What follows belongs to an exercise in optimizing a design on an open flow for small area; a production flow would make more cautious choices. In this exercise RTL edits were held to simulation tests only and were not proved equivalent to the original. The clock port is modelled as an ideal driver; clocking choices that lean on that would not hold on a real chip. Power and IR drop assume default switching activity.

// switches_top
module switches_top(clk, reset, hsync, vsync, switches_p1, switches_p2, rgb);
For scale: roughly 120 flip-flops, roughly 23 I/O pins, roughly 0.0058 mm^2 of cells after synthesis.
clock: 8.0 ns
lec_check: 0
cap_margin: 20
core_margin: 2
core_utilization: 40
place_density: 0.6
slew_margin: 20
standard.sh (not shown) runs the stock make flow with config.mk's settings and CLKGATE_MAP_FILE= SYNTH_SCRIPT=/design/flow/synth_recipe.tcl, a recipe that flattens the netlist after the stock synthesis.
==> flow/flow/run.sh <==
#!/bin/bash
# Own flow: the standard layout (standard.sh) with
# - synthesis by my_synth.tcl: the standard flow's synthesis, area-oriented for the
#   combinational logic (registers unchanged),
# - the smallest buffer on the ports,
# - a clock tree of small buffers without dummy loads, where post_cts.tcl
#   upsizes the buffers whose flip-flop clock pins see too much slew.
set -euo pipefail
W=$(pwd)
export OWN_ABC_SCRIPT="$W/flow/area.abc"
bash "$W/standard.sh" SYNTH_SCRIPT="$W/flow/my_synth.tcl" \
  BUFFER_PORTS_ARGS="-buffer_cell sky130_fd_sc_hd__buf_1" \
  CTS_ARGS="-sink_clustering_enable -repair_clock_nets -buf_list sky130_fd_sc_hd__clkbuf_4 -dont_use_dummy_load" \
  POST_CTS_TCL="$W/flow/post_cts.tcl" \
  finish > "$W/flow_make.log" 2>&1
==> flow/flow/area.abc <==
strash
&get -n
&fraig -x
&put
scorr
dc2
strash
&get -n
&deepsyn -T 30
&put
strash
dch -f
amap -m
==> flow/flow/my_synth.tcl <==
# The standard flow's synthesis script (synth_recipe.tcl), with two changes that touch
# only combinational logic: no full/half-adder extraction (the adders stay
# plain gates for ABC), and Yosys's abc call uses the area-oriented ABC
# script next to this file instead of ORFS's speed script.  Everything that
# makes the registers is unchanged.
proc synth {args} { yosys synth -nofsm -noshare {*}$args }
proc extract_fa {args} {}
proc abc {args} {
  set i [lsearch -exact $args -script]
  if {$i >= 0} { lset args [expr {$i + 1}] $::env(OWN_ABC_SCRIPT) }
  yosys abc {*}$args
}
source $::env(SCRIPTS_DIR)/synth.tcl
# left out here: clear keep_hierarchy, flatten, clean up, hide names made inside functions, write 1_2_yosys.v
==> flow/flow/post_cts.tcl <==
# After clock tree synthesis: upsize every clock buffer whose flip-flop clock
# pins see a slew above the target, until none does.
set_propagated_clock [all_clocks]
set target 0.085
set sizes {sky130_fd_sc_hd__clkbuf_4 sky130_fd_sc_hd__clkbuf_8 sky130_fd_sc_hd__clkbuf_16}
for {set round 0} {$round < 6} {incr round} {
  estimate_parasitics -placement
  set bump {}
  foreach pin [get_pins -hierarchical */CLK] {
    set s 0
    foreach p {slew_max_rise slew_max_fall} { set v [get_property $pin $p]; if {$v > $s} {set s $v} }
    if {$s > $target} {
      set net [get_nets -of_objects $pin]
      foreach drv [get_pins -of_objects $net -filter "direction==output"] {
        lappend bump [get_full_name [get_cells -of_objects $drv]]
      }
    }
  }
  set bump [lsort -unique $bump]
  if {[llength $bump] == 0} { break }
  set changed 0
  foreach c $bump {
    set m [get_property [get_cells $c] ref_name]
    set i [lsearch $sizes $m]
    if {$i >= 0 && $i < [llength $sizes] - 1} {
      replace_cell [get_cells $c] [lindex $sizes [expr {$i + 1}]]
      incr changed
    }
  }
  puts "post_cts round $round: upsized $changed clock buffers"
  if {$changed == 0} { break }
}
detailed_placement
estimate_parasitics -placement
The first run went through all stages and came out clean.
Next try:
CORE_UTILIZATION = 60   (was 40)
GPL_TIMING_DRIVEN = 0   (was not set)
PLACE_DENSITY = 0.75   (was 0.6)
=> Clock-buffer cell count stays the same; critical path depth fell by 2; sequential power barely changes; sequential cell count is unchanged; total power goes down by 2.0%.
Next try:
==> flow/flow/run.sh (replaced) <==
#!/bin/bash
# Own flow: the standard layout (standard.sh), with synthesis run by
# my_synth.tcl (the standard flow's synthesis, area-oriented for the combinational
# logic), the smallest buffer on the ports, and a clock tree of few large
# buffers without dummy loads.
set -euo pipefail
W=$(pwd)
export OWN_ABC_SCRIPT="$W/flow/area.abc"
bash "$W/standard.sh" SYNTH_SCRIPT="$W/flow/my_synth.tcl" \
  BUFFER_PORTS_ARGS="-buffer_cell sky130_fd_sc_hd__buf_1" \
  CTS_ARGS="-sink_clustering_enable -repair_clock_nets -buf_list sky130_fd_sc_hd__clkbuf_16 -sink_clustering_size 40 -sink_clustering_max_diameter 200 -dont_use_dummy_load" \
  finish > "$W/flow_make.log" 2>&1
==> flow/flow/area.abc (replaced) <==
strash
&get -n
&fraig -x
&put
scorr
dc2
strash
&get -n
&deepsyn -T 30
&put
strash
&get -n
&dch -f
&nf -R 1000 -a
&put
CORE_UTILIZATION = 40   (was 60)
GPL_TIMING_DRIVEN = not set   (was 0)
PLACE_DENSITY = 0.6   (was 0.75)
removed: flow/flow/post_cts.tcl
=>
- power rises by about a fifth
- fmax rises by roughly a tenth
- non-clock buffer count falls by 4
- setup slack improves by 0.88 ns
- hold slack stays flat
- final cell count falls slightly
- core utilization falls by 21 points
Next try:
==> flow/flow/run.sh (replaced) <==
#!/bin/bash
# Own flow: the standard layout (standard.sh), with synthesis run by
# my_synth.tcl (the standard flow's synthesis with an area-oriented ABC script).
set -euo pipefail
W=$(pwd)
export OWN_ABC_SCRIPT="$W/flow/area.abc"
bash "$W/standard.sh" SYNTH_SCRIPT="$W/flow/my_synth.tcl" finish > "$W/flow_make.log" 2>&1
==> flow/flow/my_synth.tcl (replaced) <==
# The standard flow's synthesis script (synth_recipe.tcl), with one change: Yosys's abc
# call uses the area-oriented ABC script next to this file instead of ORFS's
# speed script. Everything before abc, and so every register, is unchanged.
proc synth {args} { yosys synth -nofsm -noshare {*}$args }
proc abc {args} {
  set i [lsearch -exact $args -script]
  if {$i >= 0} { lset args [expr {$i + 1}] $::env(OWN_ABC_SCRIPT) }
  yosys abc {*}$args
}
source $::env(SCRIPTS_DIR)/synth.tcl
# left out here: clear keep_hierarchy, flatten, clean up, hide names made inside functions, write 1_2_yosys.v
CTS_BUF_LIST = sky130_fd_sc_hd__clkbuf_8   (was not set)
The changed run completed with no timing, DRC or antenna violations.
Worst setup slack gains 0.18 ns.
Non-clock buffer count rises by 3.
Synthesized area came out higher by 4.9%.
Register-to-register slack improved by 0.18 ns.

==> re-timing with driven ports <==
How much do the figures lean on ideal ports? The routed layouts below were timed once more, with nothing changed but the port constraints.
Step 1: set_driving_cell puts a clkbuf_16 on clk and a buf_2 on each other input, an assumption about the parent block.
Step 2 also shifts input and output timing later by t, the mid clock arrival at the registers, as if the neighbouring blocks saw the same clock.
a / b / c = ideal ports / drivers / drivers and shift; a / b = the first two.
run	t, ns	slack for setup (ns)	worst hold slack (ns)	worst setup path at the end	clock arrival spread, ns
the first run	0.621	1.050 / 1.050 / 1.050	0.328 / 0.328 / 0.328	register to register	0.030 / 0.030
the second run	0.569	0.410 / 0.410 / 0.410	0.328 / 0.328 / 0.328	register to register	0.033 / 0.033
the third run	0.453	1.290 / 1.290 / 1.290	0.325 / 0.325 / 0.325	register to register	0.021 / 0.021
the fourth run	0.482	1.471 / 1.471 / 1.471	0.334 / 0.334 / 0.334	register to register	0.010 / 0.011
After both steps every run listed still meets setup and hold.
